Context: an optimization exercise on an open-source flow, tuned for small area. The choices shown serve that exercise and are no tape-out recipe. In this exercise RTL edits were held to simulation tests only and were not proved equivalent to the original.

==> flow/design.v <==
module fb_vin_path (
    input  logic         rstn_i,
    input  logic         vin_clk_i,
    input  logic         vin_hsync_i,
    input  logic         vin_vsync_i,
    input  logic         vin_de_i,
    input  logic         vin_ce_i,
    input  logic [7:0]   vin_r_i,
    input  logic [7:0]   vin_g_i,
    input  logic [7:0]   vin_b_i,
    input  logic [9:0]   vin_width_i,
    input  logic [8:0]   vin_height_i,
    output logic         pack_wr_o,
    output logic [127:0] pack_data_o,
    output logic [9:0]   vin_buf_start_pixel_o,
    output logic [9:0]   vin_buf_start_word_o,
    output logic [8:0]   vin_buf_line_o,
    output logic         vin_buf_data_ready_o,
    output logic         vin_buf_data_flush_o,
    output logic [9:0]   vin_line_length_o,
    output logic [1:0]   vin_frame_slot_o
);
logic       hs1, vs1;
logic [5:0] pos;         
logic       bz;          
logic [8:0] line;        
wire hs_rise  = vin_hsync_i & ~hs1;
wire vs_rise  = vin_vsync_i & ~vs1;
wire acc      = vin_de_i & vin_ce_i;
wire pos_nz   = |pos;
wire burst    = acc & (pos == 6'd47);
wire fl_next  = hs_rise & pos_nz;
wire evt      = burst | fl_next;
wire [9:0] swc = bz ? 10'd0 : vin_buf_start_word_o + 10'd9;
wire [9:0] sw_next = evt ? swc : vin_buf_start_word_o;
logic [9:0] len9;
assign vin_line_length_o = len9 + 10'd9;
wire line_inc  = hs_rise & (pos_nz | (~bz & (vin_buf_start_word_o[5:0] != 6'd55)));
wire [5:0] sw6 = vin_buf_start_word_o[5:0];
wire [5:0] spo = sw6 + {sw6[4:0], 1'b0} + {sw6[2:0], 3'b000} + {sw6[0], 5'b00000};
assign vin_buf_start_pixel_o = {spo, 4'b0000};
always_ff @(posedge vin_clk_i or negedge rstn_i) begin
    if (!rstn_i) begin
        hs1 <= 1'b0;
        vs1 <= 1'b0;
        pos <= '0;
        bz <= 1'b1;
        line <= '0;
        vin_buf_start_word_o <= '0;
        vin_buf_line_o <= '0;
        vin_buf_data_ready_o <= 1'b0;
        vin_buf_data_flush_o <= 1'b0;
        len9 <= 10'h3f7;
        vin_frame_slot_o <= '0;
    end else begin
        hs1 <= vin_hsync_i;
        vs1 <= vin_vsync_i;
        vin_buf_data_ready_o <= burst;
        vin_buf_data_flush_o <= fl_next;
        if (hs_rise)
            pos <= '0;
        else if (acc)
            pos <= (pos == 6'd47) ? 6'd0 : pos + 6'd1;
        if (hs_rise)
            bz <= 1'b1;
        else if (burst)
            bz <= 1'b0;
        vin_buf_start_word_o <= sw_next;
        if (evt) begin
            vin_buf_line_o <= line;
        end
        if (vs_rise)
            line <= '0;
        else if (line_inc)
            line <= line + 9'd1;
        if (line_inc)
            len9 <= sw_next;
        if (vs_rise && (line == vin_height_i))
            vin_frame_slot_o <= (vin_frame_slot_o == 2'd3) ? 2'd1 : vin_frame_slot_o + 2'd1;
    end
end
logic        pw;         
logic [23:0] pix;        
logic [3:0]  align;      
logic [15:0] ovf_data;   
logic        clr;        
wire ovf = pack_wr_o & (align[3:2] == 2'b00) & (align[1] ^ align[0]);
wire flush_go = vin_buf_data_flush_o & (align != 4'd0);
logic [2:0] rsel;
always_comb begin
    case (align)
        4'd0, 4'd3, 4'd6, 4'd9, 4'd12, 4'd15: rsel = 3'b001;
        4'd1, 4'd4, 4'd7, 4'd10, 4'd13:       rsel = 3'b010;
        default:                              rsel = 3'b100;
    endcase
    rsel = rsel & {3{~clr}};
end
wire [23:0] lane = ({24{rsel[0]}} & pix)
                 | ({24{rsel[1]}} & {pix[15:0], pix[23:16]})
                 | ({24{rsel[2]}} & {pix[7:0], pix[23:8]});
always_ff @(posedge vin_clk_i or negedge rstn_i) begin
    if (!rstn_i) begin
        pw <= 1'b0;
        align <= '0;
        pack_wr_o <= 1'b0;
        clr <= 1'b1;
    end else begin
        pw <= acc;
        align <= flush_go ? 4'd0 : (pw ? align + 4'd3 : align);
        pack_wr_o <= (pw & (align >= 4'd13)) | flush_go;
        clr <= 1'b0;
    end
end
always_ff @(posedge vin_clk_i) begin
    pix <= {vin_r_i, vin_g_i, vin_b_i};
    ovf_data <= lane[23:8];
end
wire [3:0]  pos_lo = 4'b0001 << align[1:0];
wire [3:0]  pos_hi = (4'b0001 << align[3:2]) & {4{pw}};
wire [15:0] wpos;
genvar j;
generate
    for (j = 0; j < 16; j = j + 1) begin : g_pos
        assign wpos[j] = pos_lo[j % 4] & pos_hi[j / 4];
    end
    for (j = 0; j < 16; j = j + 1) begin : g_byte
        wire we = clr | wpos[j] | ((j >= 1) ? wpos[(j + 15) % 16] : 1'b0) | ((j >= 2) ? wpos[(j + 14) % 16] : 1'b0);
        if (j < 2) begin : g_wrap
            wire cp = ovf & (align > j);
            always_ff @(posedge vin_clk_i) begin
                if (cp)
                    pack_data_o[j*8 +: 8] <= ovf_data[j*8 +: 8];
                else if (we)
                    pack_data_o[j*8 +: 8] <= lane[(j%3)*8 +: 8];
            end
        end else begin : g_plain
            always_ff @(posedge vin_clk_i) begin
                if (we)
                    pack_data_o[j*8 +: 8] <= lane[(j%3)*8 +: 8];
            end
        end
    end
endgenerate
endmodule
export LEC_CHECK = 0
export ABC_AREA = 1
export CAP_MARGIN = 20
export CORE_MARGIN = 2
export CORE_UTILIZATION = 60
export PLACE_DENSITY = 0.75
export SLEW_MARGIN = 20
create_clock -name core_clock -period 8.0 [get_ports {vin_clk_i}]
standard.sh (not shown) runs the stock make flow with config.mk's settings and CLKGATE_MAP_FILE= SYNTH_SCRIPT=/design/flow/synth_recipe.tcl, a recipe that flattens the netlist after the stock synthesis.
==> flow/flow/run.sh <==
#!/bin/bash
# The standard layout (standard.sh) with three changes:
#  - synthesis is synth_recipe.tcl unchanged except that adders are left to
#    ABC instead of being mapped to the platform's adder cells first
#    (ADDER_MAP_FILE empty), ABC maps the logic with
#    flow/abc_area_map.script (area-oriented amap) instead of ORFS's
#    abc_area.script, and ABC does not use the weak _0 cells that have the
#    same area as their _1 versions; registers are mapped before ABC, so
#    they are the same;
#  - the port buffers use the smallest buffer cell;
#  - clock tree synthesis uses clkbuf_8 leaf buffers on clusters of up to
#    15 registers, without dummy loads.
# All of ORFS's output goes to standard.log in this folder.
set -o pipefail
HERE=$(pwd)
{
  head -n 1 synth_recipe.tcl
  cat <<'EOT'
proc abc {args} {
  set i [lsearch $args -script]
  if {$i >= 0} { set args [lreplace $args [expr {$i + 1}] [expr {$i + 1}] $::env(FLOW_ABC_SCRIPT)] }
  foreach c {o21ai_0 a21boi_0 and2_0 or2_0 o311ai_0} { lappend args -dont_use sky130_fd_sc_hd__$c }
  yosys abc {*}$args
}
EOT
  tail -n +2 synth_recipe.tcl
} > flow_synth.tcl
sed "s#SYNTH_SCRIPT=[^ ]*#SYNTH_SCRIPT=$HERE/flow_synth.tcl ADDER_MAP_FILE=#" standard.sh > flow_standard.sh
export FLOW_ABC_SCRIPT="$HERE/flow/abc_area_map.script"
export BUFFER_PORTS_ARGS="-buffer_cell sky130_fd_sc_hd__buf_1"
export CTS_ARGS="-sink_clustering_enable -repair_clock_nets -dont_use_dummy_load -buf_list {sky130_fd_sc_hd__clkbuf_8} -sink_clustering_size 15 -sink_clustering_max_diameter 60"
bash flow_standard.sh > standard.log 2>&1
==> flow/flow/abc_area_map.script <==
strash
dc2
dc2
dch -f
amap -m -F 10 -A 10
topo
The first run produced a clean layout.
==> next run, changes <==
--- a/flow/design.v
+++ b/flow/design.v
@@ -124,7 +124,8 @@
         assign wpos[j] = pos_lo[j % 4] & pos_hi[j / 4];
     end
     for (j = 0; j < 16; j = j + 1) begin : g_byte
-        wire we = clr | wpos[j] | ((j >= 1) ? wpos[(j + 15) % 16] : 1'b0) | ((j >= 2) ? wpos[(j + 14) % 16] : 1'b0);
+        wire we = clr | wpos[j] | ((j >= 1) ? wpos[(j + 15) % 16] : 1'b0)
+                      | ((j >= 2) ? wpos[(j + 14) % 16] : 1'b0);
         if (j < 2) begin : g_wrap
             wire cp = ovf & (align > j);
             always_ff @(posedge vin_clk_i) begin
After rerunning: Clock skew is unchanged; critical path depth does not change; utilization is unchanged; maximum frequency is unchanged; die area stays the same; final area is unchanged.

## afterwards: timing with drivers on the ports
The results above use ideal ports. As a check the final layouts listed here were re-extracted and re-timed, cells and wires unchanged.
Step 1 (the two cells are an assumption about what drives the block):
set clk [get_ports {vin_clk_i}]
set_driving_cell -lib_cell sky130_fd_sc_hd__clkbuf_16 $clk
set_driving_cell -lib_cell sky130_fd_sc_hd__buf_2 [delete_from_list [all_inputs] $clk]
Step 2, shift: input delay + t, output delay - t, t = (earliest + latest rising clock arrival at the registers) / 2. This alone moves slack from input paths to output paths.
a / b / c = ideal ports / drivers / drivers and shift; a / b = the first two.
run	shift t [ns]	slack for setup (ns)	hold slack, ns	cell pins on the clock port's net
the first run	0.520	3.588 / 3.605 / 3.086	0.493 / 0.493 / 0.493	1
the second run	0.520	3.588 / 3.605 / 3.086	0.493 / 0.493 / 0.493	1
After both steps every run listed still meets setup and hold.
